From an optimization exercise on the open Yosys and OpenROAD flow, aimed at small area and a short achievable clock period; shortcuts taken in it are not production practice. Only simulation tests tie the RTL to the original design; equivalence was not proved.

--- config.mk ---
export PLATFORM = sky130hd
export DESIGN_NAME = fft
export DESIGN_NICKNAME = fft
export VERILOG_FILES = /design/flow/design.v
export SDC_FILE = /design/flow/constraint.sdc
export NUM_CORES = 8
export LEC_CHECK = 0
export CAP_MARGIN = 20
export CORE_MARGIN = 2
export CORE_UTILIZATION = 50
export CTS_CLUSTER_DIAMETER = 100
export CTS_CLUSTER_SIZE = 20
export SETUP_SLACK_MARGIN = 3.5
export SLEW_MARGIN = 20
--- constraint.sdc ---
create_clock -name core_clock -period 7.5 [get_ports {clk}]
set_input_delay 1.5000 -clock core_clock [delete_from_list [all_inputs] [get_ports {clk}]]
set_output_delay 1.5000 -clock core_clock [all_outputs]
set_load 0.01 [all_outputs]
--- design.v ---
module fft(
	input wire			clk,
	input wire			rst_n,
	input wire[16:0]	data_i0_R,
	input wire[16:0]	data_i0_I,
	input wire[16:0]	data_i1_R,
	input wire[16:0]	data_i1_I,
	output reg[16:0]	data_o0_R,
	output reg[16:0]	data_o0_I,
	output reg[16:0]	data_o1_R,
	output reg[16:0]	data_o1_I
);
  reg [2:0] ph;
  reg [1:0] fd;
  wire [2:0] pn = ph + 3'd1;
  wire [1:0] fdn = (ph == 3'd7 && fd != 2'd3) ? fd + 2'd1 : fd;
  reg [3:0] oplus, ominus;
  wire vnext = (fdn == 2'd3) || (fdn == 2'd2 && pn[2]);
  always @(posedge clk or negedge rst_n)
    if (!rst_n) begin ph <= 3'd7; fd <= 2'd0; oplus <= 4'd0; ominus <= 4'd0; end
    else begin ph <= pn; fd <= fdn; oplus <= {4{vnext & pn[2]}}; ominus <= {4{vnext & ~pn[2]}}; end
  reg [16:0] XA0_0_R, XA0_0_I;
  reg [16:0] XA1_0_R, XA1_0_I;
  reg [16:0] XA2_0_R, XA2_0_I;
  reg [16:0] PU_0_R, PU_0_I;
  reg [16:0] PV_0_R, PV_0_I;
  reg [16:0] PP_0_R, PP_0_I;
  reg [16:0] R0_0_R, R0_0_I;
  reg [16:0] R1_0_R, R1_0_I;
  reg [16:0] QP_0_R, QP_0_I;
  reg [16:0] QU_0_R, QU_0_I;
  reg [16:0] M0_0_R, M0_0_I;
  reg [16:0] M1_0_R, M1_0_I;
  reg [16:0] M2_0_R, M2_0_I;
  reg [16:0] M3_0_R, M3_0_I;
  reg [16:0] QT_0_x0, QT_0_x1, QT_0_y0, QT_0_y1;
  reg [16:0] XA0_1_R, XA0_1_I;
  reg [16:0] XA1_1_R, XA1_1_I;
  reg [16:0] XA2_1_R, XA2_1_I;
  reg [16:0] PU_1_R, PU_1_I;
  reg [16:0] PV_1_R, PV_1_I;
  reg [16:0] R0_1_R, R0_1_I;
  reg [16:0] R1_1_R, R1_1_I;
  reg [16:0] QP_1_R, QP_1_I;
  reg [16:0] QU_1_R, QU_1_I;
  reg [16:0] HV_1_R, HV_1_I;
  reg [16:0] M0_1_R, M0_1_I;
  reg [16:0] M1_1_R, M1_1_I;
  reg [16:0] M2_1_R, M2_1_I;
  reg [16:0] M3_1_R, M3_1_I;
  reg [16:0] QT_1_x0, QT_1_x1, QT_1_y0, QT_1_y1;
  reg s_w3a;
  reg s_w3b;
  reg s_Ppin0;
  reg s_mP0;
  reg s_mQ0;
  reg s_Ppin1;
  reg s_mP1;
  reg s_mQ1;
  reg s_XA0_0_R_0;
  reg s_XA0_0_R_1;
  reg s_PU_0_R_0;
  reg s_PU_0_R_1;
  reg s_PU_0_R_2;
  reg s_PV_0_R_0;
  reg s_PV_0_R_1;
  reg s_PV_0_R_2;
  reg s_PP_0_R_0;
  reg s_PP_0_R_1;
  reg s_PP_0_R_2;
  reg s_QP_0_R_0;
  reg s_QP_0_R_1;
  reg s_QP_0_R_2;
  reg s_QU_0_R_0;
  reg s_QU_0_R_1;
  reg s_QU_0_R_2;
  reg s_QU_0_R_3;
  reg s_QU_0_R_4;
  reg s_XA0_0_I_0;
  reg s_XA0_0_I_1;
  reg s_PU_0_I_0;
  reg s_PU_0_I_1;
  reg s_PU_0_I_2;
  reg s_PV_0_I_0;
  reg s_PV_0_I_1;
  reg s_PV_0_I_2;
  reg s_PP_0_I_0;
  reg s_PP_0_I_1;
  reg s_PP_0_I_2;
  reg s_QP_0_I_0;
  reg s_QP_0_I_1;
  reg s_QP_0_I_2;
  reg s_QU_0_I_0;
  reg s_QU_0_I_1;
  reg s_QU_0_I_2;
  reg s_QU_0_I_3;
  reg s_QU_0_I_4;
  reg s_QT_0_x0_0;
  reg s_QT_0_x0_1;
  reg s_QT_0_x0_2;
  reg s_QT_0_x0_3;
  reg s_QT_0_x0_4;
  reg s_QT_0_x0_5;
  reg s_QT_0_x1_0;
  reg s_QT_0_x1_1;
  reg s_QT_0_x1_2;
  reg s_QT_0_x1_3;
  reg s_QT_0_x1_4;
  reg s_QT_0_x1_5;
  reg s_QT_0_y0_0;
  reg s_QT_0_y0_1;
  reg s_QT_0_y0_2;
  reg s_QT_0_y0_3;
  reg s_QT_0_y0_4;
  reg s_QT_0_y0_5;
  reg s_QT_0_y0_6;
  reg s_QT_0_y1_0;
  reg s_QT_0_y1_1;
  reg s_QT_0_y1_2;
  reg s_QT_0_y1_3;
  reg s_QT_0_y1_4;
  reg s_QT_0_y1_5;
  reg s_QT_0_y1_6;
  reg s_XA0_1_R_0;
  reg s_XA0_1_R_1;
  reg s_PU_1_R_0;
  reg s_PU_1_R_1;
  reg s_PU_1_R_2;
  reg s_PV_1_R_0;
  reg s_PV_1_R_1;
  reg s_PV_1_R_2;
  reg s_QP_1_R_0;
  reg s_QP_1_R_1;
  reg s_QP_1_R_2;
  reg s_QP_1_R_3;
  reg s_QP_1_R_4;
  reg s_QU_1_R_0;
  reg s_QU_1_R_1;
  reg s_QU_1_R_2;
  reg s_QU_1_R_3;
  reg s_QU_1_R_4;
  reg s_HV_1_R_0;
  reg s_HV_1_R_1;
  reg s_HV_1_R_2;
  reg s_HV_1_R_3;
  reg s_HV_1_R_4;
  reg s_XA0_1_I_0;
  reg s_XA0_1_I_1;
  reg s_PU_1_I_0;
  reg s_PU_1_I_1;
  reg s_PU_1_I_2;
  reg s_PV_1_I_0;
  reg s_PV_1_I_1;
  reg s_PV_1_I_2;
  reg s_QP_1_I_0;
  reg s_QP_1_I_1;
  reg s_QP_1_I_2;
  reg s_QP_1_I_3;
  reg s_QP_1_I_4;
  reg s_QU_1_I_0;
  reg s_QU_1_I_1;
  reg s_QU_1_I_2;
  reg s_QU_1_I_3;
  reg s_QU_1_I_4;
  reg s_HV_1_I_0;
  reg s_HV_1_I_1;
  reg s_HV_1_I_2;
  reg s_HV_1_I_3;
  reg s_HV_1_I_4;
  reg s_QT_1_x0_0;
  reg s_QT_1_x0_1;
  reg s_QT_1_x0_2;
  reg s_QT_1_x0_3;
  reg s_QT_1_x1_0;
  reg s_QT_1_x1_1;
  reg s_QT_1_x1_2;
  reg s_QT_1_x1_3;
  reg s_QT_1_x1_4;
  reg s_QT_1_x1_5;
  reg s_QT_1_y0_0;
  reg s_QT_1_y0_1;
  reg s_QT_1_y0_2;
  reg s_QT_1_y0_3;
  reg s_QT_1_y0_4;
  reg s_QT_1_y1_0;
  reg s_QT_1_y1_1;
  reg s_QT_1_y1_2;
  reg s_QT_1_y1_3;
  reg s_QT_1_y1_4;
  reg s_QT_1_y1_5;
  wire [16:0] h0rs1 = {{1{QP_0_R[16]}}, QP_0_R[16:1]} ^ {{3{QP_0_R[16]}}, QP_0_R[16:3]} ^ {{4{QP_0_R[16]}}, QP_0_R[16:4]};
  wire [16:0] h0rm2 = (({{1{QP_0_R[16]}}, QP_0_R[16:1]} & {{3{QP_0_R[16]}}, QP_0_R[16:3]}) | ({{1{QP_0_R[16]}}, QP_0_R[16:1]} & {{4{QP_0_R[16]}}, QP_0_R[16:4]}) | ({{3{QP_0_R[16]}}, QP_0_R[16:3]} & {{4{QP_0_R[16]}}, QP_0_R[16:4]}));
  wire [16:0] h0rs3 = h0rs1 ^ {h0rm2[15:0], 1'b0} ^ {{6{QP_0_R[16]}}, QP_0_R[16:6]};
  wire [16:0] h0rm4 = ((h0rs1 & {h0rm2[15:0], 1'b0}) | (h0rs1 & {{6{QP_0_R[16]}}, QP_0_R[16:6]}) | ({h0rm2[15:0], 1'b0} & {{6{QP_0_R[16]}}, QP_0_R[16:6]}));
  wire [16:0] h0rs5 = h0rs3 ^ {h0rm4[15:0], 1'b0} ^ {{8{QP_0_R[16]}}, QP_0_R[16:8]};
  wire [16:0] h0rm6 = ((h0rs3 & {h0rm4[15:0], 1'b0}) | (h0rs3 & {{8{QP_0_R[16]}}, QP_0_R[16:8]}) | ({h0rm4[15:0], 1'b0} & {{8{QP_0_R[16]}}, QP_0_R[16:8]}));
  wire [16:0] h0is7 = {{1{QP_0_I[16]}}, QP_0_I[16:1]} ^ {{3{QP_0_I[16]}}, QP_0_I[16:3]} ^ {{4{QP_0_I[16]}}, QP_0_I[16:4]};
  wire [16:0] h0im8 = (({{1{QP_0_I[16]}}, QP_0_I[16:1]} & {{3{QP_0_I[16]}}, QP_0_I[16:3]}) | ({{1{QP_0_I[16]}}, QP_0_I[16:1]} & {{4{QP_0_I[16]}}, QP_0_I[16:4]}) | ({{3{QP_0_I[16]}}, QP_0_I[16:3]} & {{4{QP_0_I[16]}}, QP_0_I[16:4]}));
  wire [16:0] h0is9 = h0is7 ^ {h0im8[15:0], 1'b0} ^ {{6{QP_0_I[16]}}, QP_0_I[16:6]};
  wire [16:0] h0im10 = ((h0is7 & {h0im8[15:0], 1'b0}) | (h0is7 & {{6{QP_0_I[16]}}, QP_0_I[16:6]}) | ({h0im8[15:0], 1'b0} & {{6{QP_0_I[16]}}, QP_0_I[16:6]}));
  wire [16:0] h0is11 = h0is9 ^ {h0im10[15:0], 1'b0} ^ {{8{QP_0_I[16]}}, QP_0_I[16:8]};
  wire [16:0] h0im12 = ((h0is9 & {h0im10[15:0], 1'b0}) | (h0is9 & {{8{QP_0_I[16]}}, QP_0_I[16:8]}) | ({h0im10[15:0], 1'b0} & {{8{QP_0_I[16]}}, QP_0_I[16:8]}));
  wire [16:0] h0na13 = ~h0rs5;
  wire [16:0] h0nb14 = ~{h0rm6[15:0], 1'b0};
  wire [16:0] h0tras15 = h0rs5 ^ {h0rm6[15:0], 1'b0} ^ h0is11;
  wire [16:0] h0tram16 = ((h0rs5 & {h0rm6[15:0], 1'b0}) | (h0rs5 & h0is11) | ({h0rm6[15:0], 1'b0} & h0is11));
  wire [16:0] h0trbs17 = h0tras15 ^ {h0tram16[15:0], 1'b0} ^ {h0im12[15:0], 1'b0};
  wire [16:0] h0trbm18 = ((h0tras15 & {h0tram16[15:0], 1'b0}) | (h0tras15 & {h0im12[15:0], 1'b0}) | ({h0tram16[15:0], 1'b0} & {h0im12[15:0], 1'b0}));
  wire [16:0] h0tias19 = h0is11 ^ h0na13 ^ h0nb14;
  wire [16:0] h0tiam20 = ((h0is11 & h0na13) | (h0is11 & h0nb14) | (h0na13 & h0nb14));
  wire [16:0] h0tibs21 = h0tias19 ^ {h0tiam20[15:0], 1'b1} ^ ({h0im12[15:0], 1'b0} | 17'd1);
  wire [16:0] h0tibm22 = ((h0tias19 & {h0tiam20[15:0], 1'b1}) | (h0tias19 & ({h0im12[15:0], 1'b0} | 17'd1)) | ({h0tiam20[15:0], 1'b1} & ({h0im12[15:0], 1'b0} | 17'd1)));
  wire [16:0] h1rs23 = {{1{HV_1_R[16]}}, HV_1_R[16:1]} ^ {{3{HV_1_R[16]}}, HV_1_R[16:3]} ^ {{4{HV_1_R[16]}}, HV_1_R[16:4]};
  wire [16:0] h1rm24 = (({{1{HV_1_R[16]}}, HV_1_R[16:1]} & {{3{HV_1_R[16]}}, HV_1_R[16:3]}) | ({{1{HV_1_R[16]}}, HV_1_R[16:1]} & {{4{HV_1_R[16]}}, HV_1_R[16:4]}) | ({{3{HV_1_R[16]}}, HV_1_R[16:3]} & {{4{HV_1_R[16]}}, HV_1_R[16:4]}));
  wire [16:0] h1rs25 = h1rs23 ^ {h1rm24[15:0], 1'b0} ^ {{6{HV_1_R[16]}}, HV_1_R[16:6]};
  wire [16:0] h1rm26 = ((h1rs23 & {h1rm24[15:0], 1'b0}) | (h1rs23 & {{6{HV_1_R[16]}}, HV_1_R[16:6]}) | ({h1rm24[15:0], 1'b0} & {{6{HV_1_R[16]}}, HV_1_R[16:6]}));
  wire [16:0] h1rs27 = h1rs25 ^ {h1rm26[15:0], 1'b0} ^ {{8{HV_1_R[16]}}, HV_1_R[16:8]};
  wire [16:0] h1rm28 = ((h1rs25 & {h1rm26[15:0], 1'b0}) | (h1rs25 & {{8{HV_1_R[16]}}, HV_1_R[16:8]}) | ({h1rm26[15:0], 1'b0} & {{8{HV_1_R[16]}}, HV_1_R[16:8]}));
  wire [16:0] h1is29 = {{1{HV_1_I[16]}}, HV_1_I[16:1]} ^ {{3{HV_1_I[16]}}, HV_1_I[16:3]} ^ {{4{HV_1_I[16]}}, HV_1_I[16:4]};
  wire [16:0] h1im30 = (({{1{HV_1_I[16]}}, HV_1_I[16:1]} & {{3{HV_1_I[16]}}, HV_1_I[16:3]}) | ({{1{HV_1_I[16]}}, HV_1_I[16:1]} & {{4{HV_1_I[16]}}, HV_1_I[16:4]}) | ({{3{HV_1_I[16]}}, HV_1_I[16:3]} & {{4{HV_1_I[16]}}, HV_1_I[16:4]}));
  wire [16:0] h1is31 = h1is29 ^ {h1im30[15:0], 1'b0} ^ {{6{HV_1_I[16]}}, HV_1_I[16:6]};
  wire [16:0] h1im32 = ((h1is29 & {h1im30[15:0], 1'b0}) | (h1is29 & {{6{HV_1_I[16]}}, HV_1_I[16:6]}) | ({h1im30[15:0], 1'b0} & {{6{HV_1_I[16]}}, HV_1_I[16:6]}));
  wire [16:0] h1is33 = h1is31 ^ {h1im32[15:0], 1'b0} ^ {{8{HV_1_I[16]}}, HV_1_I[16:8]};
  wire [16:0] h1im34 = ((h1is31 & {h1im32[15:0], 1'b0}) | (h1is31 & {{8{HV_1_I[16]}}, HV_1_I[16:8]}) | ({h1im32[15:0], 1'b0} & {{8{HV_1_I[16]}}, HV_1_I[16:8]}));
  wire [16:0] h1na35 = ~h1rs27;
  wire [16:0] h1nb36 = ~{h1rm28[15:0], 1'b0};
  wire [16:0] h1tras37 = h1rs27 ^ {h1rm28[15:0], 1'b0} ^ h1is33;
  wire [16:0] h1tram38 = ((h1rs27 & {h1rm28[15:0], 1'b0}) | (h1rs27 & h1is33) | ({h1rm28[15:0], 1'b0} & h1is33));
  wire [16:0] h1trbs39 = h1tras37 ^ {h1tram38[15:0], 1'b0} ^ {h1im34[15:0], 1'b0};
  wire [16:0] h1trbm40 = ((h1tras37 & {h1tram38[15:0], 1'b0}) | (h1tras37 & {h1im34[15:0], 1'b0}) | ({h1tram38[15:0], 1'b0} & {h1im34[15:0], 1'b0}));
  wire [16:0] h1tias41 = h1is33 ^ h1na35 ^ h1nb36;
  wire [16:0] h1tiam42 = ((h1is33 & h1na35) | (h1is33 & h1nb36) | (h1na35 & h1nb36));
  wire [16:0] h1tibs43 = h1tias41 ^ {h1tiam42[15:0], 1'b1} ^ ({h1im34[15:0], 1'b0} | 17'd1);
  wire [16:0] h1tibm44 = ((h1tias41 & {h1tiam42[15:0], 1'b1}) | (h1tias41 & ({h1im34[15:0], 1'b0} | 17'd1)) | ({h1tiam42[15:0], 1'b1} & ({h1im34[15:0], 1'b0} | 17'd1)));
  wire [16:0] cpR = QP_1_R;
  wire [16:0] spR = QP_1_I;
  wire [16:0] cpI = QP_1_I;
  wire [16:0] spI = QP_1_R;
  wire [16:0] ucrs45 = {{1{cpR[16]}}, cpR[16:1]} ^ {{2{cpR[16]}}, cpR[16:2]} ^ {{3{cpR[16]}}, cpR[16:3]};
  wire [16:0] ucrm46 = (({{1{cpR[16]}}, cpR[16:1]} & {{2{cpR[16]}}, cpR[16:2]}) | ({{1{cpR[16]}}, cpR[16:1]} & {{3{cpR[16]}}, cpR[16:3]}) | ({{2{cpR[16]}}, cpR[16:2]} & {{3{cpR[16]}}, cpR[16:3]}));
  wire [16:0] ucrs47 = ucrs45 ^ {ucrm46[15:0], 1'b0} ^ {{5{cpR[16]}}, cpR[16:5]};
  wire [16:0] ucrm48 = ((ucrs45 & {ucrm46[15:0], 1'b0}) | (ucrs45 & {{5{cpR[16]}}, cpR[16:5]}) | ({ucrm46[15:0], 1'b0} & {{5{cpR[16]}}, cpR[16:5]}));
  wire [16:0] ucrs49 = ucrs47 ^ {ucrm48[15:0], 1'b0} ^ {{6{cpR[16]}}, cpR[16:6]};
  wire [16:0] ucrm50 = ((ucrs47 & {ucrm48[15:0], 1'b0}) | (ucrs47 & {{6{cpR[16]}}, cpR[16:6]}) | ({ucrm48[15:0], 1'b0} & {{6{cpR[16]}}, cpR[16:6]}));
  wire [16:0] usrs51 = {{2{spR[16]}}, spR[16:2]} ^ {{3{spR[16]}}, spR[16:3]} ^ {{8{spR[16]}}, spR[16:8]};
  wire [16:0] usrm52 = (({{2{spR[16]}}, spR[16:2]} & {{3{spR[16]}}, spR[16:3]}) | ({{2{spR[16]}}, spR[16:2]} & {{8{spR[16]}}, spR[16:8]}) | ({{3{spR[16]}}, spR[16:3]} & {{8{spR[16]}}, spR[16:8]}));
  wire [16:0] utras53 = ucrs49 ^ {ucrm50[15:0], 1'b0} ^ usrs51;
  wire [16:0] utram54 = ((ucrs49 & {ucrm50[15:0], 1'b0}) | (ucrs49 & usrs51) | ({ucrm50[15:0], 1'b0} & usrs51));
  wire [16:0] utrbs55 = utras53 ^ {utram54[15:0], 1'b0} ^ {usrm52[15:0], 1'b0};
  wire [16:0] utrbm56 = ((utras53 & {utram54[15:0], 1'b0}) | (utras53 & {usrm52[15:0], 1'b0}) | ({utram54[15:0], 1'b0} & {usrm52[15:0], 1'b0}));
  wire [16:0] ucis57 = {{1{cpI[16]}}, cpI[16:1]} ^ {{2{cpI[16]}}, cpI[16:2]} ^ {{3{cpI[16]}}, cpI[16:3]};
  wire [16:0] ucim58 = (({{1{cpI[16]}}, cpI[16:1]} & {{2{cpI[16]}}, cpI[16:2]}) | ({{1{cpI[16]}}, cpI[16:1]} & {{3{cpI[16]}}, cpI[16:3]}) | ({{2{cpI[16]}}, cpI[16:2]} & {{3{cpI[16]}}, cpI[16:3]}));
  wire [16:0] ucis59 = ucis57 ^ {ucim58[15:0], 1'b0} ^ {{5{cpI[16]}}, cpI[16:5]};
  wire [16:0] ucim60 = ((ucis57 & {ucim58[15:0], 1'b0}) | (ucis57 & {{5{cpI[16]}}, cpI[16:5]}) | ({ucim58[15:0], 1'b0} & {{5{cpI[16]}}, cpI[16:5]}));
  wire [16:0] ucis61 = ucis59 ^ {ucim60[15:0], 1'b0} ^ {{6{cpI[16]}}, cpI[16:6]};
  wire [16:0] ucim62 = ((ucis59 & {ucim60[15:0], 1'b0}) | (ucis59 & {{6{cpI[16]}}, cpI[16:6]}) | ({ucim60[15:0], 1'b0} & {{6{cpI[16]}}, cpI[16:6]}));
  wire [16:0] usis63 = {{2{spI[16]}}, spI[16:2]} ^ {{3{spI[16]}}, spI[16:3]} ^ {{8{spI[16]}}, spI[16:8]};
  wire [16:0] usim64 = (({{2{spI[16]}}, spI[16:2]} & {{3{spI[16]}}, spI[16:3]}) | ({{2{spI[16]}}, spI[16:2]} & {{8{spI[16]}}, spI[16:8]}) | ({{3{spI[16]}}, spI[16:3]} & {{8{spI[16]}}, spI[16:8]}));
  wire [16:0] uA65 = ucis61 ^ {17{s_w3b}};
  wire [16:0] uB66 = ({ucim62[15:0], 1'b0} ^ {17{s_w3b}}) | 17'd1;
  wire [16:0] uC67 = usis63 ^ {17{~s_w3b}};
  wire [16:0] uD68 = ({usim64[15:0], 1'b0} ^ {17{~s_w3b}}) | 17'd1;
  wire [16:0] utias69 = uA65 ^ uB66 ^ uC67;
  wire [16:0] utiam70 = ((uA65 & uB66) | (uA65 & uC67) | (uB66 & uC67));
  wire [16:0] utibs71 = utias69 ^ {utiam70[15:0], 1'b1} ^ uD68;
  wire [16:0] utibm72 = ((utias69 & {utiam70[15:0], 1'b1}) | (utias69 & uD68) | ({utiam70[15:0], 1'b1} & uD68));
  wire [16:0] vP0_R = s_Ppin0 ? data_i0_R : PV_0_R;
  wire [16:0] vP0_I = s_Ppin0 ? data_i0_I : PV_0_I;
  wire [16:0] plusP0_R = PU_0_R + vP0_R;
  wire [16:0] minusP0_R = PU_0_R - vP0_R;
  wire [17:0] sumP0_I = {PU_0_I, 1'b1} + {vP0_I, s_mP0};
  wire [17:0] difP0_I = {PU_0_I, 1'b1} + {~vP0_I, ~s_mP0};
  wire [16:0] plusP0_I = sumP0_I[17:1];
  wire [16:0] minusP0_I = difP0_I[17:1];
  wire mQc0 = s_mQ0;
  wire [16:0] nQU_0_R = ~QU_0_R;
  wire [16:0] nQU_0_I = ~QU_0_I;
  wire [16:0] q0prs73 = QU_0_R ^ QT_0_x0 ^ QT_0_x1;
  wire [16:0] q0prm74 = ((QU_0_R & QT_0_x0) | (QU_0_R & QT_0_x1) | (QT_0_x0 & QT_0_x1));
  wire [16:0] q0mrs75 = nQU_0_R ^ QT_0_x0 ^ QT_0_x1;
  wire [16:0] q0mrm76 = ((nQU_0_R & QT_0_x0) | (nQU_0_R & QT_0_x1) | (QT_0_x0 & QT_0_x1));
  wire [16:0] q0pis77 = QU_0_I ^ QT_0_y0 ^ QT_0_y1;
  wire [16:0] q0pim78 = ((QU_0_I & QT_0_y0) | (QU_0_I & QT_0_y1) | (QT_0_y0 & QT_0_y1));
  wire [16:0] q0mis79 = nQU_0_I ^ QT_0_y0 ^ QT_0_y1;
  wire [16:0] q0mim80 = ((nQU_0_I & QT_0_y0) | (nQU_0_I & QT_0_y1) | (QT_0_y0 & QT_0_y1));
  wire [16:0] plusQ0_R = q0prs73 + {q0prm74[15:0], 1'b0};
  wire [16:0] minusQ0_R = ~(q0mrs75 + {q0mrm76[15:0], 1'b0});
  wire [17:0] ysum0_p = {q0pis77, 1'b1} + {{q0pim78[15:0], mQc0}, mQc0};
  wire [17:0] ysum0_m = {q0mis79, 1'b1} + {{q0mim80[15:0], mQc0}, mQc0};
  wire [16:0] plusQ0_I = ysum0_p[17:1];
  wire [16:0] minusQ0_I = ~ysum0_m[17:1];
  wire [16:0] vP1_R = s_Ppin1 ? data_i1_R : PV_1_R;
  wire [16:0] vP1_I = s_Ppin1 ? data_i1_I : PV_1_I;
  wire [16:0] plusP1_R = PU_1_R + vP1_R;
  wire [16:0] minusP1_R = PU_1_R - vP1_R;
  wire [17:0] sumP1_I = {PU_1_I, 1'b1} + {vP1_I, s_mP1};
  wire [17:0] difP1_I = {PU_1_I, 1'b1} + {~vP1_I, ~s_mP1};
  wire [16:0] plusP1_I = sumP1_I[17:1];
  wire [16:0] minusP1_I = difP1_I[17:1];
  wire mQc1 = s_mQ1;
  wire [16:0] nQU_1_R = ~QU_1_R;
  wire [16:0] nQU_1_I = ~QU_1_I;
  wire [16:0] q1prs81 = QU_1_R ^ QT_1_x0 ^ QT_1_x1;
  wire [16:0] q1prm82 = ((QU_1_R & QT_1_x0) | (QU_1_R & QT_1_x1) | (QT_1_x0 & QT_1_x1));
  wire [16:0] q1mrs83 = nQU_1_R ^ QT_1_x0 ^ QT_1_x1;
  wire [16:0] q1mrm84 = ((nQU_1_R & QT_1_x0) | (nQU_1_R & QT_1_x1) | (QT_1_x0 & QT_1_x1));
  wire [16:0] q1pis85 = QU_1_I ^ QT_1_y0 ^ QT_1_y1;
  wire [16:0] q1pim86 = ((QU_1_I & QT_1_y0) | (QU_1_I & QT_1_y1) | (QT_1_y0 & QT_1_y1));
  wire [16:0] q1mis87 = nQU_1_I ^ QT_1_y0 ^ QT_1_y1;
  wire [16:0] q1mim88 = ((nQU_1_I & QT_1_y0) | (nQU_1_I & QT_1_y1) | (QT_1_y0 & QT_1_y1));
  wire [16:0] plusQ1_R = q1prs81 + {q1prm82[15:0], 1'b0};
  wire [16:0] minusQ1_R = ~(q1mrs83 + {q1mrm84[15:0], 1'b0});
  wire [17:0] ysum1_p = {q1pis85, 1'b1} + {{q1pim86[15:0], mQc1}, mQc1};
  wire [17:0] ysum1_m = {q1mis87, 1'b1} + {{q1mim88[15:0], mQc1}, mQc1};
  wire [16:0] plusQ1_I = ysum1_p[17:1];
  wire [16:0] minusQ1_I = ~ysum1_m[17:1];
  always @(posedge clk) begin
    s_w3a <= (pn == 3'd4) | (pn == 3'd6);
    s_w3b <= (pn == 3'd4) | (pn == 3'd6);
    s_Ppin0 <= (pn == 3'd4) | (pn == 3'd5) | (pn == 3'd6) | (pn == 3'd7);
    s_mP0 <= (pn == 3'd3);
    s_mQ0 <= (pn == 3'd0) | (pn == 3'd1) | (pn == 3'd3) | (pn == 3'd6) | (pn == 3'd7);
    s_Ppin1 <= (pn == 3'd4) | (pn == 3'd5) | (pn == 3'd6) | (pn == 3'd7);
    s_mP1 <= (pn == 3'd3);
    s_mQ1 <= (pn == 3'd0) | (pn == 3'd1) | (pn == 3'd3) | (pn == 3'd6) | (pn == 3'd7);
    s_XA0_0_R_0 <= (pn == 3'd4) | (pn == 3'd5) | (pn == 3'd6) | (pn == 3'd7);
    s_XA0_0_R_1 <= (pn == 3'd0) | (pn == 3'd1) | (pn == 3'd2) | (pn == 3'd3);
    s_PU_0_R_0 <= (pn == 3'd0) | (pn == 3'd3) | (pn == 3'd4) | (pn == 3'd5) | (pn == 3'd6) | (pn == 3'd7);
    s_PU_0_R_1 <= (pn == 3'd1);
    s_PU_0_R_2 <= (pn == 3'd2);
    s_PV_0_R_0 <= (pn == 3'd0) | (pn == 3'd7);
    s_PV_0_R_1 <= (pn == 3'd1);
    s_PV_0_R_2 <= (pn == 3'd2);
    s_PP_0_R_0 <= (pn == 3'd0) | (pn == 3'd1) | (pn == 3'd2) | (pn == 3'd3);
    s_PP_0_R_1 <= (pn == 3'd4) | (pn == 3'd5) | (pn == 3'd6);
    s_PP_0_R_2 <= (pn == 3'd7);
    s_QP_0_R_0 <= (pn == 3'd0) | (pn == 3'd2) | (pn == 3'd3);
    s_QP_0_R_1 <= (pn == 3'd1);
    s_QP_0_R_2 <= (pn == 3'd4) | (pn == 3'd5) | (pn == 3'd6) | (pn == 3'd7);
    s_QU_0_R_0 <= (pn == 3'd7);
    s_QU_0_R_1 <= (pn == 3'd0);
    s_QU_0_R_2 <= (pn == 3'd1);
    s_QU_0_R_3 <= (pn == 3'd2);
    s_QU_0_R_4 <= (pn == 3'd3) | (pn == 3'd4) | (pn == 3'd5) | (pn == 3'd6);
    s_XA0_0_I_0 <= (pn == 3'd4) | (pn == 3'd5) | (pn == 3'd6) | (pn == 3'd7);
    s_XA0_0_I_1 <= (pn == 3'd0) | (pn == 3'd1) | (pn == 3'd2) | (pn == 3'd3);
    s_PU_0_I_0 <= (pn == 3'd0) | (pn == 3'd3) | (pn == 3'd4) | (pn == 3'd5) | (pn == 3'd6) | (pn == 3'd7);
    s_PU_0_I_1 <= (pn == 3'd1);
    s_PU_0_I_2 <= (pn == 3'd2);
    s_PV_0_I_0 <= (pn == 3'd0) | (pn == 3'd7);
    s_PV_0_I_1 <= (pn == 3'd1);
    s_PV_0_I_2 <= (pn == 3'd2);
    s_PP_0_I_0 <= (pn == 3'd0) | (pn == 3'd1) | (pn == 3'd2) | (pn == 3'd3);
    s_PP_0_I_1 <= (pn == 3'd4) | (pn == 3'd5) | (pn == 3'd6);
    s_PP_0_I_2 <= (pn == 3'd7);
    s_QP_0_I_0 <= (pn == 3'd0) | (pn == 3'd2) | (pn == 3'd3);
    s_QP_0_I_1 <= (pn == 3'd1);
    s_QP_0_I_2 <= (pn == 3'd4) | (pn == 3'd5) | (pn == 3'd6) | (pn == 3'd7);
    s_QU_0_I_0 <= (pn == 3'd7);
    s_QU_0_I_1 <= (pn == 3'd0);
    s_QU_0_I_2 <= (pn == 3'd1);
    s_QU_0_I_3 <= (pn == 3'd2);
    s_QU_0_I_4 <= (pn == 3'd3) | (pn == 3'd4) | (pn == 3'd5) | (pn == 3'd6);
    s_QT_0_x0_0 <= (pn == 3'd1);
    s_QT_0_x0_1 <= (pn == 3'd2);
    s_QT_0_x0_2 <= (pn == 3'd3);
    s_QT_0_x0_3 <= (pn == 3'd4);
    s_QT_0_x0_4 <= (pn == 3'd5);
    s_QT_0_x0_5 <= (pn == 3'd6);
    s_QT_0_x1_0 <= (pn == 3'd7);
    s_QT_0_x1_1 <= (pn == 3'd0);
    s_QT_0_x1_2 <= (pn == 3'd1);
    s_QT_0_x1_3 <= (pn == 3'd2);
    s_QT_0_x1_4 <= (pn == 3'd4);
    s_QT_0_x1_5 <= (pn == 3'd6);
    s_QT_0_y0_0 <= (pn == 3'd1);
    s_QT_0_y0_1 <= (pn == 3'd2);
    s_QT_0_y0_2 <= (pn == 3'd3);
    s_QT_0_y0_3 <= (pn == 3'd4);
    s_QT_0_y0_4 <= (pn == 3'd5);
    s_QT_0_y0_5 <= (pn == 3'd6);
    s_QT_0_y0_6 <= (pn == 3'd0) | (pn == 3'd7);
    s_QT_0_y1_0 <= (pn == 3'd7);
    s_QT_0_y1_1 <= (pn == 3'd0);
    s_QT_0_y1_2 <= (pn == 3'd1);
    s_QT_0_y1_3 <= (pn == 3'd2);
    s_QT_0_y1_4 <= (pn == 3'd4);
    s_QT_0_y1_5 <= (pn == 3'd6);
    s_QT_0_y1_6 <= (pn == 3'd5);
    s_XA0_1_R_0 <= (pn == 3'd4) | (pn == 3'd5) | (pn == 3'd6) | (pn == 3'd7);
    s_XA0_1_R_1 <= (pn == 3'd0) | (pn == 3'd1) | (pn == 3'd2) | (pn == 3'd3);
    s_PU_1_R_0 <= (pn == 3'd0) | (pn == 3'd3) | (pn == 3'd4) | (pn == 3'd5) | (pn == 3'd6) | (pn == 3'd7);
    s_PU_1_R_1 <= (pn == 3'd1);
    s_PU_1_R_2 <= (pn == 3'd2);
    s_PV_1_R_0 <= (pn == 3'd0) | (pn == 3'd7);
    s_PV_1_R_1 <= (pn == 3'd1);
    s_PV_1_R_2 <= (pn == 3'd2);
    s_QP_1_R_0 <= (pn == 3'd0);
    s_QP_1_R_1 <= (pn == 3'd2);
    s_QP_1_R_2 <= (pn == 3'd3);
    s_QP_1_R_3 <= (pn == 3'd4);
    s_QP_1_R_4 <= (pn == 3'd5);
    s_QU_1_R_0 <= (pn == 3'd7);
    s_QU_1_R_1 <= (pn == 3'd0);
    s_QU_1_R_2 <= (pn == 3'd1);
    s_QU_1_R_3 <= (pn == 3'd2);
    s_QU_1_R_4 <= (pn == 3'd3) | (pn == 3'd4) | (pn == 3'd5) | (pn == 3'd6);
    s_HV_1_R_0 <= (pn == 3'd0);
    s_HV_1_R_1 <= (pn == 3'd1);
    s_HV_1_R_2 <= (pn == 3'd2) | (pn == 3'd3);
    s_HV_1_R_3 <= (pn == 3'd4) | (pn == 3'd5) | (pn == 3'd6);
    s_HV_1_R_4 <= (pn == 3'd7);
    s_XA0_1_I_0 <= (pn == 3'd4) | (pn == 3'd5) | (pn == 3'd6) | (pn == 3'd7);
    s_XA0_1_I_1 <= (pn == 3'd0) | (pn == 3'd1) | (pn == 3'd2) | (pn == 3'd3);
    s_PU_1_I_0 <= (pn == 3'd0) | (pn == 3'd3) | (pn == 3'd4) | (pn == 3'd5) | (pn == 3'd6) | (pn == 3'd7);
    s_PU_1_I_1 <= (pn == 3'd1);
    s_PU_1_I_2 <= (pn == 3'd2);
    s_PV_1_I_0 <= (pn == 3'd0) | (pn == 3'd7);
    s_PV_1_I_1 <= (pn == 3'd1);
    s_PV_1_I_2 <= (pn == 3'd2);
    s_QP_1_I_0 <= (pn == 3'd0);
    s_QP_1_I_1 <= (pn == 3'd2);
    s_QP_1_I_2 <= (pn == 3'd3);
    s_QP_1_I_3 <= (pn == 3'd4);
    s_QP_1_I_4 <= (pn == 3'd5);
    s_QU_1_I_0 <= (pn == 3'd7);
    s_QU_1_I_1 <= (pn == 3'd0);
    s_QU_1_I_2 <= (pn == 3'd1);
    s_QU_1_I_3 <= (pn == 3'd2);
    s_QU_1_I_4 <= (pn == 3'd3) | (pn == 3'd4) | (pn == 3'd5) | (pn == 3'd6);
    s_HV_1_I_0 <= (pn == 3'd0);
    s_HV_1_I_1 <= (pn == 3'd1);
    s_HV_1_I_2 <= (pn == 3'd2) | (pn == 3'd3);
    s_HV_1_I_3 <= (pn == 3'd4) | (pn == 3'd5) | (pn == 3'd6);
    s_HV_1_I_4 <= (pn == 3'd7);
    s_QT_1_x0_0 <= (pn == 3'd1);
    s_QT_1_x0_1 <= (pn == 3'd2);
    s_QT_1_x0_2 <= (pn == 3'd3) | (pn == 3'd4);
    s_QT_1_x0_3 <= (pn == 3'd5) | (pn == 3'd6);
    s_QT_1_x1_0 <= (pn == 3'd7);
    s_QT_1_x1_1 <= (pn == 3'd0);
    s_QT_1_x1_2 <= (pn == 3'd1);
    s_QT_1_x1_3 <= (pn == 3'd2);
    s_QT_1_x1_4 <= (pn == 3'd3) | (pn == 3'd4);
    s_QT_1_x1_5 <= (pn == 3'd5) | (pn == 3'd6);
    s_QT_1_y0_0 <= (pn == 3'd1);
    s_QT_1_y0_1 <= (pn == 3'd2);
    s_QT_1_y0_2 <= (pn == 3'd3) | (pn == 3'd4);
    s_QT_1_y0_3 <= (pn == 3'd5) | (pn == 3'd6);
    s_QT_1_y0_4 <= (pn == 3'd0) | (pn == 3'd7);
    s_QT_1_y1_0 <= (pn == 3'd7);
    s_QT_1_y1_1 <= (pn == 3'd0);
    s_QT_1_y1_2 <= (pn == 3'd1);
    s_QT_1_y1_3 <= (pn == 3'd2);
    s_QT_1_y1_4 <= (pn == 3'd3) | (pn == 3'd4);
    s_QT_1_y1_5 <= (pn == 3'd5) | (pn == 3'd6);
    XA0_0_R <= ({17{s_XA0_0_R_0}} & plusP0_R) | ({17{s_XA0_0_R_1}} & data_i0_R);
    XA1_0_R <= XA0_0_R; XA2_0_R <= XA1_0_R;
    PU_0_R <= ({17{s_PU_0_R_0}} & XA2_0_R) | ({17{s_PU_0_R_1}} & PP_0_R) | ({17{s_PU_0_R_2}} & R1_0_R);
    PV_0_R <= ({17{s_PV_0_R_0}} & XA0_0_R) | ({17{s_PV_0_R_1}} & plusP0_R) | ({17{s_PV_0_R_2}} & R0_0_I);
    PP_0_R <= ({17{s_PP_0_R_0}} & plusP0_R) | ({17{s_PP_0_R_1}} & R1_0_R) | ({17{s_PP_0_R_2}} & PP_0_R);
    R0_0_R <= minusP0_R; R1_0_R <= R0_0_R;
    QP_0_R <= ({17{s_QP_0_R_0}} & plusQ0_R) | ({17{s_QP_0_R_1}} & M0_0_R) | ({17{s_QP_0_R_2}} & M1_0_R);
    QU_0_R <= ({17{s_QU_0_R_0}} & R1_0_R) | ({17{s_QU_0_R_1}} & PP_0_R) | ({17{s_QU_0_R_2}} & plusQ0_R) | ({17{s_QU_0_R_3}} & M0_0_R) | ({17{s_QU_0_R_4}} & PP_0_R);
    M0_0_R <= minusQ0_R; M1_0_R <= M0_0_R; M2_0_R <= M1_0_R; M3_0_R <= M2_0_R;
    XA0_0_I <= ({17{s_XA0_0_I_0}} & plusP0_I) | ({17{s_XA0_0_I_1}} & data_i0_I);
    XA1_0_I <= XA0_0_I; XA2_0_I <= XA1_0_I;
    PU_0_I <= ({17{s_PU_0_I_0}} & XA2_0_I) | ({17{s_PU_0_I_1}} & PP_0_I) | ({17{s_PU_0_I_2}} & R1_0_I);
    PV_0_I <= ({17{s_PV_0_I_0}} & XA0_0_I) | ({17{s_PV_0_I_1}} & plusP0_I) | ({17{s_PV_0_I_2}} & (~R0_0_R));
    PP_0_I <= ({17{s_PP_0_I_0}} & plusP0_I) | ({17{s_PP_0_I_1}} & R1_0_I) | ({17{s_PP_0_I_2}} & PP_0_I);
    R0_0_I <= minusP0_I; R1_0_I <= R0_0_I;
    QP_0_I <= ({17{s_QP_0_I_0}} & plusQ0_I) | ({17{s_QP_0_I_1}} & M0_0_I) | ({17{s_QP_0_I_2}} & M1_0_I);
    QU_0_I <= ({17{s_QU_0_I_0}} & R1_0_I) | ({17{s_QU_0_I_1}} & PP_0_I) | ({17{s_QU_0_I_2}} & plusQ0_I) | ({17{s_QU_0_I_3}} & M0_0_I) | ({17{s_QU_0_I_4}} & PP_0_I);
    M0_0_I <= minusQ0_I; M1_0_I <= M0_0_I; M2_0_I <= M1_0_I; M3_0_I <= M2_0_I;
    QT_0_x0 <= ({17{s_QT_0_x0_0}} & h0trbs17) | ({17{s_QT_0_x0_1}} & h0tibs21) | ({17{s_QT_0_x0_2}} & HV_1_R) | ({17{s_QT_0_x0_3}} & h1trbs39) | ({17{s_QT_0_x0_4}} & HV_1_I) | ({17{s_QT_0_x0_5}} & h1tibs43);
    QT_0_x1 <= ({17{s_QT_0_x1_0}} & minusP0_I) | ({17{s_QT_0_x1_1}} & R1_0_I) | ({17{s_QT_0_x1_2}} & {h0trbm18[15:0], 1'b0}) | ({17{s_QT_0_x1_3}} & {h0tibm22[15:0], 1'b0}) | ({17{s_QT_0_x1_4}} & {h1trbm40[15:0], 1'b0}) | ({17{s_QT_0_x1_5}} & {h1tibm44[15:0], 1'b0});
    QT_0_y0 <= ({17{s_QT_0_y0_0}} & h0tibs21) | ({17{s_QT_0_y0_1}} & (~h0trbs17)) | ({17{s_QT_0_y0_2}} & HV_1_I) | ({17{s_QT_0_y0_3}} & h1tibs43) | ({17{s_QT_0_y0_4}} & (~HV_1_R)) | ({17{s_QT_0_y0_5}} & (~h1trbs39)) | ({17{s_QT_0_y0_6}} & 17'h1ffff);
    QT_0_y1 <= ({17{s_QT_0_y1_0}} & (~minusP0_R)) | ({17{s_QT_0_y1_1}} & (~R1_0_R)) | ({17{s_QT_0_y1_2}} & {h0tibm22[15:0], 1'b0}) | ({17{s_QT_0_y1_3}} & (~{h0trbm18[15:0], 1'b0})) | ({17{s_QT_0_y1_4}} & {h1tibm44[15:0], 1'b0}) | ({17{s_QT_0_y1_5}} & (~{h1trbm40[15:0], 1'b0})) | ({17{s_QT_0_y1_6}} & 17'h1ffff);
    XA0_1_R <= ({17{s_XA0_1_R_0}} & plusP1_R) | ({17{s_XA0_1_R_1}} & data_i1_R);
    XA1_1_R <= XA0_1_R; XA2_1_R <= XA1_1_R;
    PU_1_R <= ({17{s_PU_1_R_0}} & XA2_1_R) | ({17{s_PU_1_R_1}} & QP_1_R) | ({17{s_PU_1_R_2}} & R1_1_R);
    PV_1_R <= ({17{s_PV_1_R_0}} & XA0_1_R) | ({17{s_PV_1_R_1}} & plusP1_R) | ({17{s_PV_1_R_2}} & R0_1_I);
    R0_1_R <= minusP1_R; R1_1_R <= R0_1_R;
    QP_1_R <= ({17{s_QP_1_R_0}} & plusP1_R) | ({17{s_QP_1_R_1}} & plusQ1_R) | ({17{s_QP_1_R_2}} & plusQ1_I) | ({17{s_QP_1_R_3}} & M1_1_R) | ({17{s_QP_1_R_4}} & M1_1_I);
    QU_1_R <= ({17{s_QU_1_R_0}} & R1_1_R) | ({17{s_QU_1_R_1}} & HV_1_R) | ({17{s_QU_1_R_2}} & plusQ1_R) | ({17{s_QU_1_R_3}} & M0_1_R) | ({17{s_QU_1_R_4}} & QP_0_R);
    HV_1_R <= ({17{s_HV_1_R_0}} & plusQ1_R) | ({17{s_HV_1_R_1}} & M0_1_R) | ({17{s_HV_1_R_2}} & plusP1_R) | ({17{s_HV_1_R_3}} & R1_1_R) | ({17{s_HV_1_R_4}} & HV_1_R);
    M0_1_R <= minusQ1_R; M1_1_R <= M0_1_R; M2_1_R <= M1_1_R; M3_1_R <= M2_1_R;
    XA0_1_I <= ({17{s_XA0_1_I_0}} & plusP1_I) | ({17{s_XA0_1_I_1}} & data_i1_I);
    XA1_1_I <= XA0_1_I; XA2_1_I <= XA1_1_I;
    PU_1_I <= ({17{s_PU_1_I_0}} & XA2_1_I) | ({17{s_PU_1_I_1}} & QP_1_I) | ({17{s_PU_1_I_2}} & R1_1_I);
    PV_1_I <= ({17{s_PV_1_I_0}} & XA0_1_I) | ({17{s_PV_1_I_1}} & plusP1_I) | ({17{s_PV_1_I_2}} & (~R0_1_R));
    R0_1_I <= minusP1_I; R1_1_I <= R0_1_I;
    QP_1_I <= ({17{s_QP_1_I_0}} & plusP1_I) | ({17{s_QP_1_I_1}} & plusQ1_I) | ({17{s_QP_1_I_2}} & plusQ1_R) | ({17{s_QP_1_I_3}} & M1_1_I) | ({17{s_QP_1_I_4}} & M1_1_R);
    QU_1_I <= ({17{s_QU_1_I_0}} & R1_1_I) | ({17{s_QU_1_I_1}} & HV_1_I) | ({17{s_QU_1_I_2}} & plusQ1_I) | ({17{s_QU_1_I_3}} & M0_1_I) | ({17{s_QU_1_I_4}} & QP_0_I);
    HV_1_I <= ({17{s_HV_1_I_0}} & plusQ1_I) | ({17{s_HV_1_I_1}} & M0_1_I) | ({17{s_HV_1_I_2}} & plusP1_I) | ({17{s_HV_1_I_3}} & R1_1_I) | ({17{s_HV_1_I_4}} & HV_1_I);
    M0_1_I <= minusQ1_I; M1_1_I <= M0_1_I; M2_1_I <= M1_1_I; M3_1_I <= M2_1_I;
    QT_1_x0 <= ({17{s_QT_1_x0_0}} & h1trbs39) | ({17{s_QT_1_x0_1}} & h1tibs43) | ({17{s_QT_1_x0_2}} & utrbs55) | ({17{s_QT_1_x0_3}} & utibs71);
    QT_1_x1 <= ({17{s_QT_1_x1_0}} & minusP1_I) | ({17{s_QT_1_x1_1}} & R1_1_I) | ({17{s_QT_1_x1_2}} & {h1trbm40[15:0], 1'b0}) | ({17{s_QT_1_x1_3}} & {h1tibm44[15:0], 1'b0}) | ({17{s_QT_1_x1_4}} & {utrbm56[15:0], 1'b0}) | ({17{s_QT_1_x1_5}} & {utibm72[15:0], 1'b0});
    QT_1_y0 <= ({17{s_QT_1_y0_0}} & h1tibs43) | ({17{s_QT_1_y0_1}} & (~h1trbs39)) | ({17{s_QT_1_y0_2}} & utibs71) | ({17{s_QT_1_y0_3}} & (~utrbs55)) | ({17{s_QT_1_y0_4}} & 17'h1ffff);
    QT_1_y1 <= ({17{s_QT_1_y1_0}} & (~minusP1_R)) | ({17{s_QT_1_y1_1}} & (~R1_1_R)) | ({17{s_QT_1_y1_2}} & {h1tibm44[15:0], 1'b0}) | ({17{s_QT_1_y1_3}} & (~{h1trbm40[15:0], 1'b0})) | ({17{s_QT_1_y1_4}} & {utibm72[15:0], 1'b0}) | ({17{s_QT_1_y1_5}} & (~{utrbm56[15:0], 1'b0}));
  end
  always @(posedge clk) begin
    data_o0_R <= ({17{oplus[0]}} & plusQ0_R) | ({17{ominus[0]}} & M3_0_R);
    data_o0_I <= ({17{oplus[1]}} & plusQ0_I) | ({17{ominus[1]}} & M3_0_I);
    data_o1_R <= ({17{oplus[2]}} & plusQ1_R) | ({17{ominus[2]}} & M3_1_R);
    data_o1_I <= ({17{oplus[3]}} & plusQ1_I) | ({17{ominus[3]}} & M3_1_I);
  end
endmodule
--- run.sh ---
#!/bin/bash
# synth_recipe.tcl (not shown) runs the flow's synth.tcl, then flattens the netlist and writes it again
# the make line also repeats each setting of config.mk as NAME=value (left out here)
make -C /OpenROAD-flow-scripts/flow DESIGN_CONFIG=/design/flow/config.mk WORK_HOME=/design/flow/orfs CLKGATE_MAP_FILE= SYNTH_SCRIPT=/design/flow/synth_recipe.tcl finish
==> results by group, run 1 <==
Global routing
  • GRT Util Overall: 0.367
  • Overflow after GRT: 0
  • Vias in the first global route: 48700
  • First-pass GRT wire length: 346 mm
  • Largest net degree at the start of global routing: 134
  • Antenna violations before repair: 29

Job
  • Max-cap violation count: 0

Timing
  • Fin Setup TNS: 0 ns
  • Final number of max-transition violations: 0
  • Slew HR: 0.225
  • Post-route minimum period: 4.12 ns
  • Setup-failing EPs final: 0
  • Final hold vios: 0
  • Hold slack: 0.323 ns
  • Slew @ Worst Pin: 1.16 ns
  • Achievable clock frequency: 242 MHz
  • Period utilization: 0.550
  • RSZ-0062 raised after global routing: yes
  • Skew final: 0.0252 ns

Worst setup path
  • Critical Path End Type: flip-flop
  • Worst Path Arrival: 4.72 ns
  • Worst path required time: 8.09 ns
  • CP startpoint: HV_1_I[12]
  • CP Launch Type: flip-flop
  • R2r startpoint: HV_1_I[12]
  • Crit-path max FO: 7
  • Critical path type: flip-flop to flip-flop

Die
  • Full die area: 131000 µm²
  • IO Count: 138
  • Core area: 128000 µm²
  • Die height: 362 µm
  • Die W: 362 µm
  • Initial Util: 0.503
  • Std-Cell Rows: 131

Synthesis
  • Netlist cell types: 73
  • Post-Synthesis Cells: 6529
  • Largest family of logic cells by synthesized area: adder cells
  • Post-synthesis async set-or-reset flop share: 0.00592
  • Yosys warning total: 1
  • Post-Synth XOR/XNOR Area: 0.0562
  • Mean post-synth cell area: 9.83 µm²
  • Cell Area, Synth: 64200 µm²
  • Register area share after synthesis: 0.370
  • Mapped Nets: 7443
  • Post-Synth Simple-Gate Area: 0.0765
  • Number of synthesized flops with an enable pin: 0
  • Synthesized-area fraction occupied by adder cells: 0.226
  • Compound-cell area share of the yosys netlist: 0.178
  • Multiplexer share of the synthesized area: 0.0129
  • Yosys reg bits: 1183
  • Primary FF master, synth: dfxtp_1

Drt
  • Routed vias/inst: 6.19
  • DRC viols: 0
  • Wire per inst: 29.6 µm
  • DRT antenna net count: 0
  • DR iter-0 viols: 7346
  • Vias: 51200
  • Wirelength, routed: 245 mm
  • Drt pass-1 iters: 10

Final layout
  • Commonest cells after routing, fill and taps aside: 1086 x dfxtp_1, 1038 x inv_1, 492 x fa_1
  • Total area of sequential cells: 24000 µm²
  • Multi-input gate area: 36400 µm²
  • Synth-to-Final Area Change: 11.2%
  • Design Area, Final: 71400 µm²
  • Final #Nets: 7500
  • Share of cells above drive strength 1: 0.0916
  • Commonest non-fill, non-tap cell in the layout: dfxtp_1
  • Fillers: 11400

Clocking
  • Max Root-Sink Buffers: 3
  • Hold Buf Count CTS: 0
  • Clock latency on the worst-skew pair: 0.74 ns
  • # H-tree levels: 3
  • CTS tree: built
  • CTS Root Cell: clkbuf_16
  • CTS Buf Count: 71
  • Clock sink count: 1183
  • Clock slew at reported path FFs: 0.09 ns

Place
  • Cell area after placement: 67200 µm²
  • Port Buf Inserts: 137
  • Post-DP HPWL: 184 mm
  • Routability cong.: 0.992

Worst hold path
  • Hold WC Path Type: flip-flop to flip-flop
  • Hold Path Origin: M2_1_R[12]

Run status
  • Status: finished clean
## path summary, 6_finish.rpt
| path | slack, ns | cells after the start | to |
|---|---|---|---|
| max in group asynchronous | 6.09 | 1 | ph[2] |
| min in group asynchronous | 1.07 | 1 | fd[0] |
| hold reg to reg | 0.32 | 0 | M3_1_R[12] |
| setup reg to reg | 3.38 | 11 | QT_0_y0[12] |
| hold / removal | 0.32 | 0 | M3_1_R[12] |
| setup / recovery | 3.38 | 11 | QT_0_y0[12] |
## stage by stage
| step | std cells | worst slack (ns) | utilization |
|---|---|---|---|
| 3_3_place_gp | 8086 | 2.38 | 0.527 |
| 5_1_grt | 8264 | 3.26 | 0.559 |
| 6_report | 8275 | 3.38 | 0.560 |
| 2_1_floorplan | 6529 | 3.42 | - |
| 3_5_place_dp | 8086 | 2.33 | 0.527 |
| 4_1_cts | 8215 | 3.34 | 0.550 |
## cell usage after synthesis, types with 16 or more instances
cell      number  area share
xnor2_1      263       0.036
mux2i_1       78       0.012
a211o_1       23      0.0031
buf_1         55      0.0032
nor3_1        56      0.0044
a21o_1        60      0.0070
a31oi_1       24      0.0023
o21a_1        27      0.0032
or3_1         31      0.0030
a222oi_1     265       0.041
nand2_1      452       0.026
clkbuf_1     262       0.015
nand4_1       16      0.0016
or2_2         18      0.0018
nor2b_1       48      0.0047
o21bai_1      35      0.0041
dfxtp_1     1176        0.37
o21ai_0      212       0.017
fa_1         522        0.16
a211oi_1      30      0.0035
a221oi_1      35      0.0048
o221ai_1      37      0.0050
inv_1       1073       0.063
xor2_1       149       0.020
nand3_1      131       0.010
o22ai_1      101      0.0098
nand2b_1      39      0.0038
a22o_1       122       0.017
o211ai_1      61      0.0071
a21oi_1      236       0.018
nor2_1       217       0.013
a221o_1       38      0.0059
ha_1         322       0.063
a22oi_1      141       0.016
## worst max-delay path, cell delays in order (launching register included)
cell and delay (ns):
dfxtp_2 0.34, buf_12 0.15, fa_1 0.56, inv_1 0.06, fa_1 0.44, xnor2_1 0.15
xnor2_1 0.21, inv_1 0.08, fa_1 0.41, fa_2 0.56, a222oi_1 0.34, or4b_2 0.67
## cells by family after synthesis
group / after synthesis
AO/OA/AOI/OAI: 1536
multiplexers: 82
buffers and inverters: 1392
AND/OR/NAND/NOR: 1080
XOR/XNOR: 412
adder cells (fa/ha/maj): 844
flip-flops: 1183
## per-layer routing
metal | routed length [µm] | part of all wire | track usage | up-vias
met2 | 98400 | 0.40 | 0.512 | 2929
met3 | 34000 | 0.14 | 0.127 | 543
met5 | 78 | 0.00032 | 0 | -
li1 | - | - | - | 22300
met1 | 99900 | 0.41 | 0.511 | 25500
met4 | 12600 | 0.052 | 0.164 | 12
## what timing repair did
item | in CTS | in global routing
pin swaps | 29 | 68
setup buffers | 39 | 48
gates resized for setup | 192 | 200
gates cloned | 1 | 0
endpoints found under the setup margin | 213 | 178
## final cells by class
class	count	share of cell area
Timing Repair Buffer	302	0.0399
Sequential cell	1183	0.336
Tap cell	1662	0.0291
Clock inverter	13	0.00321
Clock buffer	76	0.0252
Multi-Input combinational cell	3954	0.510
Antenna cell	11	0.000386
Inverter	1074	0.0570
==> inputs of run 2 (changes only) <==
--- a/design.v
+++ b/design.v
@@ -275,20 +275,23 @@
   wire mQc0 = s_mQ0;
   wire [16:0] nQU_0_R = ~QU_0_R;
   wire [16:0] nQU_0_I = ~QU_0_I;
+  wire [16:0] nQTx0_0 = ~QT_0_x0, nQTx1_0 = ~QT_0_x1, nQTy0_0 = ~QT_0_y0, nQTy1_0 = ~QT_0_y1;
+  wire nmQc0 = ~mQc0;
   wire [16:0] q0prs73 = QU_0_R ^ QT_0_x0 ^ QT_0_x1;
   wire [16:0] q0prm74 = ((QU_0_R & QT_0_x0) | (QU_0_R & QT_0_x1) | (QT_0_x0 & QT_0_x1));
-  wire [16:0] q0mrs75 = nQU_0_R ^ QT_0_x0 ^ QT_0_x1;
-  wire [16:0] q0mrm76 = ((nQU_0_R & QT_0_x0) | (nQU_0_R & QT_0_x1) | (QT_0_x0 & QT_0_x1));
+  wire [16:0] q0mrs75 = QU_0_R ^ nQTx0_0 ^ nQTx1_0;
+  wire [16:0] q0mrm76 = ((QU_0_R & nQTx0_0) | (QU_0_R & nQTx1_0) | (nQTx0_0 & nQTx1_0));
   wire [16:0] q0pis77 = QU_0_I ^ QT_0_y0 ^ QT_0_y1;
   wire [16:0] q0pim78 = ((QU_0_I & QT_0_y0) | (QU_0_I & QT_0_y1) | (QT_0_y0 & QT_0_y1));
-  wire [16:0] q0mis79 = nQU_0_I ^ QT_0_y0 ^ QT_0_y1;
-  wire [16:0] q0mim80 = ((nQU_0_I & QT_0_y0) | (nQU_0_I & QT_0_y1) | (QT_0_y0 & QT_0_y1));
+  wire [16:0] q0mis79 = QU_0_I ^ nQTy0_0 ^ nQTy1_0;
+  wire [16:0] q0mim80 = ((QU_0_I & nQTy0_0) | (QU_0_I & nQTy1_0) | (nQTy0_0 & nQTy1_0));
   wire [16:0] plusQ0_R = q0prs73 + {q0prm74[15:0], 1'b0};
-  wire [16:0] minusQ0_R = ~(q0mrs75 + {q0mrm76[15:0], 1'b0});
+  wire [17:0] msumR0 = {q0mrs75, 1'b1} + {{q0mrm76[15:0], 1'b1}, 1'b1};
+  wire [16:0] minusQ0_R = msumR0[17:1];
   wire [17:0] ysum0_p = {q0pis77, 1'b1} + {{q0pim78[15:0], mQc0}, mQc0};
-  wire [17:0] ysum0_m = {q0mis79, 1'b1} + {{q0mim80[15:0], mQc0}, mQc0};
+  wire [17:0] ysum0_m = {q0mis79, 1'b1} + {{q0mim80[15:0], nmQc0}, nmQc0};
   wire [16:0] plusQ0_I = ysum0_p[17:1];
-  wire [16:0] minusQ0_I = ~ysum0_m[17:1];
+  wire [16:0] minusQ0_I = ysum0_m[17:1];
   wire [16:0] vP1_R = s_Ppin1 ? data_i1_R : PV_1_R;
   wire [16:0] vP1_I = s_Ppin1 ? data_i1_I : PV_1_I;
   wire [16:0] plusP1_R = PU_1_R + vP1_R;
@@ -300,20 +303,23 @@
   wire mQc1 = s_mQ1;
   wire [16:0] nQU_1_R = ~QU_1_R;
   wire [16:0] nQU_1_I = ~QU_1_I;
+  wire [16:0] nQTx0_1 = ~QT_1_x0, nQTx1_1 = ~QT_1_x1, nQTy0_1 = ~QT_1_y0, nQTy1_1 = ~QT_1_y1;
+  wire nmQc1 = ~mQc1;
   wire [16:0] q1prs81 = QU_1_R ^ QT_1_x0 ^ QT_1_x1;
   wire [16:0] q1prm82 = ((QU_1_R & QT_1_x0) | (QU_1_R & QT_1_x1) | (QT_1_x0 & QT_1_x1));
-  wire [16:0] q1mrs83 = nQU_1_R ^ QT_1_x0 ^ QT_1_x1;
-  wire [16:0] q1mrm84 = ((nQU_1_R & QT_1_x0) | (nQU_1_R & QT_1_x1) | (QT_1_x0 & QT_1_x1));
+  wire [16:0] q1mrs83 = QU_1_R ^ nQTx0_1 ^ nQTx1_1;
+  wire [16:0] q1mrm84 = ((QU_1_R & nQTx0_1) | (QU_1_R & nQTx1_1) | (nQTx0_1 & nQTx1_1));
   wire [16:0] q1pis85 = QU_1_I ^ QT_1_y0 ^ QT_1_y1;
   wire [16:0] q1pim86 = ((QU_1_I & QT_1_y0) | (QU_1_I & QT_1_y1) | (QT_1_y0 & QT_1_y1));
-  wire [16:0] q1mis87 = nQU_1_I ^ QT_1_y0 ^ QT_1_y1;
-  wire [16:0] q1mim88 = ((nQU_1_I & QT_1_y0) | (nQU_1_I & QT_1_y1) | (QT_1_y0 & QT_1_y1));
+  wire [16:0] q1mis87 = QU_1_I ^ nQTy0_1 ^ nQTy1_1;
+  wire [16:0] q1mim88 = ((QU_1_I & nQTy0_1) | (QU_1_I & nQTy1_1) | (nQTy0_1 & nQTy1_1));
   wire [16:0] plusQ1_R = q1prs81 + {q1prm82[15:0], 1'b0};
-  wire [16:0] minusQ1_R = ~(q1mrs83 + {q1mrm84[15:0], 1'b0});
+  wire [17:0] msumR1 = {q1mrs83, 1'b1} + {{q1mrm84[15:0], 1'b1}, 1'b1};
+  wire [16:0] minusQ1_R = msumR1[17:1];
   wire [17:0] ysum1_p = {q1pis85, 1'b1} + {{q1pim86[15:0], mQc1}, mQc1};
-  wire [17:0] ysum1_m = {q1mis87, 1'b1} + {{q1mim88[15:0], mQc1}, mQc1};
+  wire [17:0] ysum1_m = {q1mis87, 1'b1} + {{q1mim88[15:0], nmQc1}, nmQc1};
   wire [16:0] plusQ1_I = ysum1_p[17:1];
-  wire [16:0] minusQ1_I = ~ysum1_m[17:1];
+  wire [16:0] minusQ1_I = ysum1_m[17:1];
   always @(posedge clk) begin
     s_w3a <= (pn == 3'd4) | (pn == 3'd6);
     s_w3b <= (pn == 3'd4) | (pn == 3'd6);
==> run 2 against run 1 <==
First-iteration DRC count shrank 0.15%. Worst hold slack lost 0.0023 ns. Die area grew 0.14%. Via count shrank 0.11%. Critical endpoint is now QT_1_y1[12]. Largest cell class unchanged. Highest routed layer unchanged.
==> results by group, run 2 <==
Run status
  • Status: finished clean

Final layout
  • Commonest cells after routing, fill and taps aside: 1085 x dfxtp_1, 819 x inv_1, 499 x fa_1
  • Commonest non-fill, non-tap cell in the layout: dfxtp_1
  • Synth-to-Final Area Change: 10.1%
  • Final #Nets: 7357
  • Final Util: 0.555
  • Fillers: 11300
  • Share of cells above drive strength 1: 0.0844

Worst setup path
  • CP Launch Type: flip-flop
  • Crit-path max FO: 4
  • CP dominant cell by count: fa_1
  • Cell chain of the critical path: fa_1 -> inv_1 -> fa_1 -> xnor2_2 -> xnor2_2 -> fa_1 -> inv_1 -> fa_1 -> inv_1 -> a222oi_1 -> o221ai_1 -> o21bai_1
  • Crit-path max cell delay: 0.60 ns
  • Critical Path End Type: flip-flop
  • Critical path type: flip-flop to flip-flop
  • Worst path required time: 8.08 ns
  • Slowest cell on the critical path: a222oi_1
  • Worst Path Arrival: 4.66 ns

Timing
  • Slew @ Worst Pin: 1.21 ns
  • Setup-failing EPs final: 0
  • Skew final: 0.0393 ns
  • RSZ-0062 raised after global routing: yes
  • Final worst setup slack: 3.41 ns
  • Slew HR: 0.193
  • Post-route minimum period: 4.09 ns
  • Fin Setup TNS: 0 ns
  • Final hold vios: 0
  • Final number of max-transition violations: 0
  • Period utilization: 0.545
  • Achievable clock frequency: 245 MHz

Global routing
  • Largest net degree at the start of global routing: 79
  • Antenna violations before repair: 22
  • Vias in the first global route: 48200
  • Overflow after GRT: 0
  • GRT Util Overall: 0.369
  • First-pass GRT wire length: 347 mm

Die
  • Die height: 363 µm
  • Core area: 128000 µm²
  • IO Count: 138
  • Full die area: 131000 µm²
  • Initial Util: 0.504
  • Die W: 363 µm
  • Std-Cell Rows: 131

Drt
  • DR iter-0 viols: 7335
  • Wirelength, routed: 247 mm
  • DRC viols: 0
  • Wire per inst: 30.4 µm
  • Vias: 51200
  • DRT antenna net count: 0
  • Routed vias/inst: 6.30
  • Drt pass-1 iters: 10

Synthesis
  • Post-Synthesis Cells: 6408
  • Primary FF master, synth: dfxtp_1
  • Share of the synthesized area in the top cell type: 0.366
  • Synth area leader: dfxtp_1
  • Number of synthesized flops with an enable pin: 0
  • Netlist cell types: 93
  • Cell Area, Synth: 64300 µm²
  • Yosys warning total: 1
  • Yosys reg bits: 1183
  • Area contributors post-synth: dfxtp_1 37%, fa_1 16%, ha_1 6.2%, inv_1 4.9%, a222oi_1 4.0%
  • Top cells by count, synth: 1176 x dfxtp_1, 842 x inv_1, 522 x fa_1, 420 x nand2_1, 321 x ha_1
  • Mapped Nets: 7321
  • Register area share after synthesis: 0.369
  • Mean post-synth cell area: 10.0 µm²
  • Most frequent cell after synthesis: dfxtp_1
  • Post-synthesis async set-or-reset flop share: 0.00592

Place
  • Post-DP HPWL: 185 mm
  • Routability cong.: 1.02
  • Port Buf Inserts: 137
  • Pre-CTS setup slack: 2.55 ns

Clocking
  • CTS tree: built
  • # H-tree levels: 3
  • Max Root-Sink Buffers: 3
  • Clock latency on the worst-skew pair: 0.72 ns
  • CTS Buf Count: 71
  • CTS Root Cell: clkbuf_16
  • Clock slew at reported path FFs: 0.09 ns
  • Clock sink count: 1183

Job
  • Max-cap violation count: 0

Worst hold path
  • Hold WC Path Type: flip-flop to flip-flop
run 2: cell families (layout without fill, tap and decap cells):
kind of cell             count (synthesis)  in the layout  synth area share
other                                    0              9                 0
flip-flops                            1183           1183             0.369
AND/OR/NAND/NOR                       1147           1147            0.0826
multiplexers                            85             85            0.0133
XOR/XNOR                               392            392            0.0534
AO/OA/AOI/OAI                         1583           1583             0.188
buffers and inverters                 1175           1226            0.0689
adder cells (fa/ha/maj)                843            843             0.225
run 2: metrics by stage:
step / instances / hold slack, ns / cell area, µm²
3_5_place_dp: 7956 / 0.312 / 67200
4_1_cts: 8073 / 0.323 / 69800
3_3_place_gp: 7956 / 0.310 / 67100
2_1_floorplan: 6408 / 0.310 / 64300
5_1_grt: 8121 / 0.325 / 70800
6_report: 8130 / 0.321 / 70800
run 2: area by class of cell:
type,instances,area [µm²],share of cell area
diodes,9,22.5,0.000318
clock buffers,81,1910,0.0270
clock inverters,7,96.3,0.00136
inverters,846,3190,0.0451
multi-input cells,4050,36900,0.521
flip-flops and latches,1183,24000,0.339
well taps,1662,2080,0.0294
repair buffers,292,2660,0.0376
run 2: what timing repair did:
item / CTS / global route
setup endpoints to repair: 176 / 159
gates cloned: 1 / 0
hold buffers: 0 / 0
setup buffers: 28 / 48
pin swaps: 15 / 48
gates resized for setup: 132 / 156
run 2: per-layer routing:
metal | GRT usage | wire (µm)
met1 | 0.526 | 102000
met4 | 0.162 | 12000
met2 | 0.511 | 99700
met3 | 0.113 | 32400
met5 | 0 | 266
run 2: path summary, 6_finish.rpt:
| check | from | to | slack (ns) | depth (start not counted) |
|---|---|---|---|---|
| setup / recovery | HV_1_R[14] | QT_1_y1[12] | 3.41 | 12 |
| setup reg to reg | HV_1_R[14] | QT_1_y1[12] | 3.41 | 12 |
| max in group asynchronous | rst_n | ph[2] | 6.11 | 1 |
| min in group asynchronous | rst_n | fd[0] | 1.07 | 1 |
| hold reg to reg | M2_0_R[7] | M3_0_R[7] | 0.32 | 0 |
| hold / removal | M2_0_R[7] | M3_0_R[7] | 0.32 | 0 |
run 2: critical path, delay by kind of cell (launching register included):
kind            cells  cell delay, ns
flops               1            0.41
xor+xnor            2            0.38
compound gates      3            1.13
buf+inv             3            0.28
fa+ha+maj           4            1.75

## what the ideal ports hide
The results above use ideal ports. As a check the final layouts listed here were re-extracted and re-timed, cells and wires unchanged. Step 1 assumes that a clkbuf_16 drives the clock port and a buf_2 every other input. Step 2 also shifts input and output timing later by t, the mid clock arrival at the registers, as if the neighbouring blocks saw the same clock. Slacks: no drivers / after step 1 / after step 2; pairs: no drivers / after step 1.
| run | t (ns) | slack for setup (ns) | cell pins on the clock port's net |
|---|---|---|---|
| run 1 | 0.804 | 3.375 / 3.375 / 2.825 | 1 |
| run 2 | 0.788 | 3.415 / 3.415 / 2.806 | 1 |
After both steps every run listed still meets setup and hold. The setup slack of run 2, which loses most, moves by 0.000 ns with the drivers and by -0.609 ns with both steps.
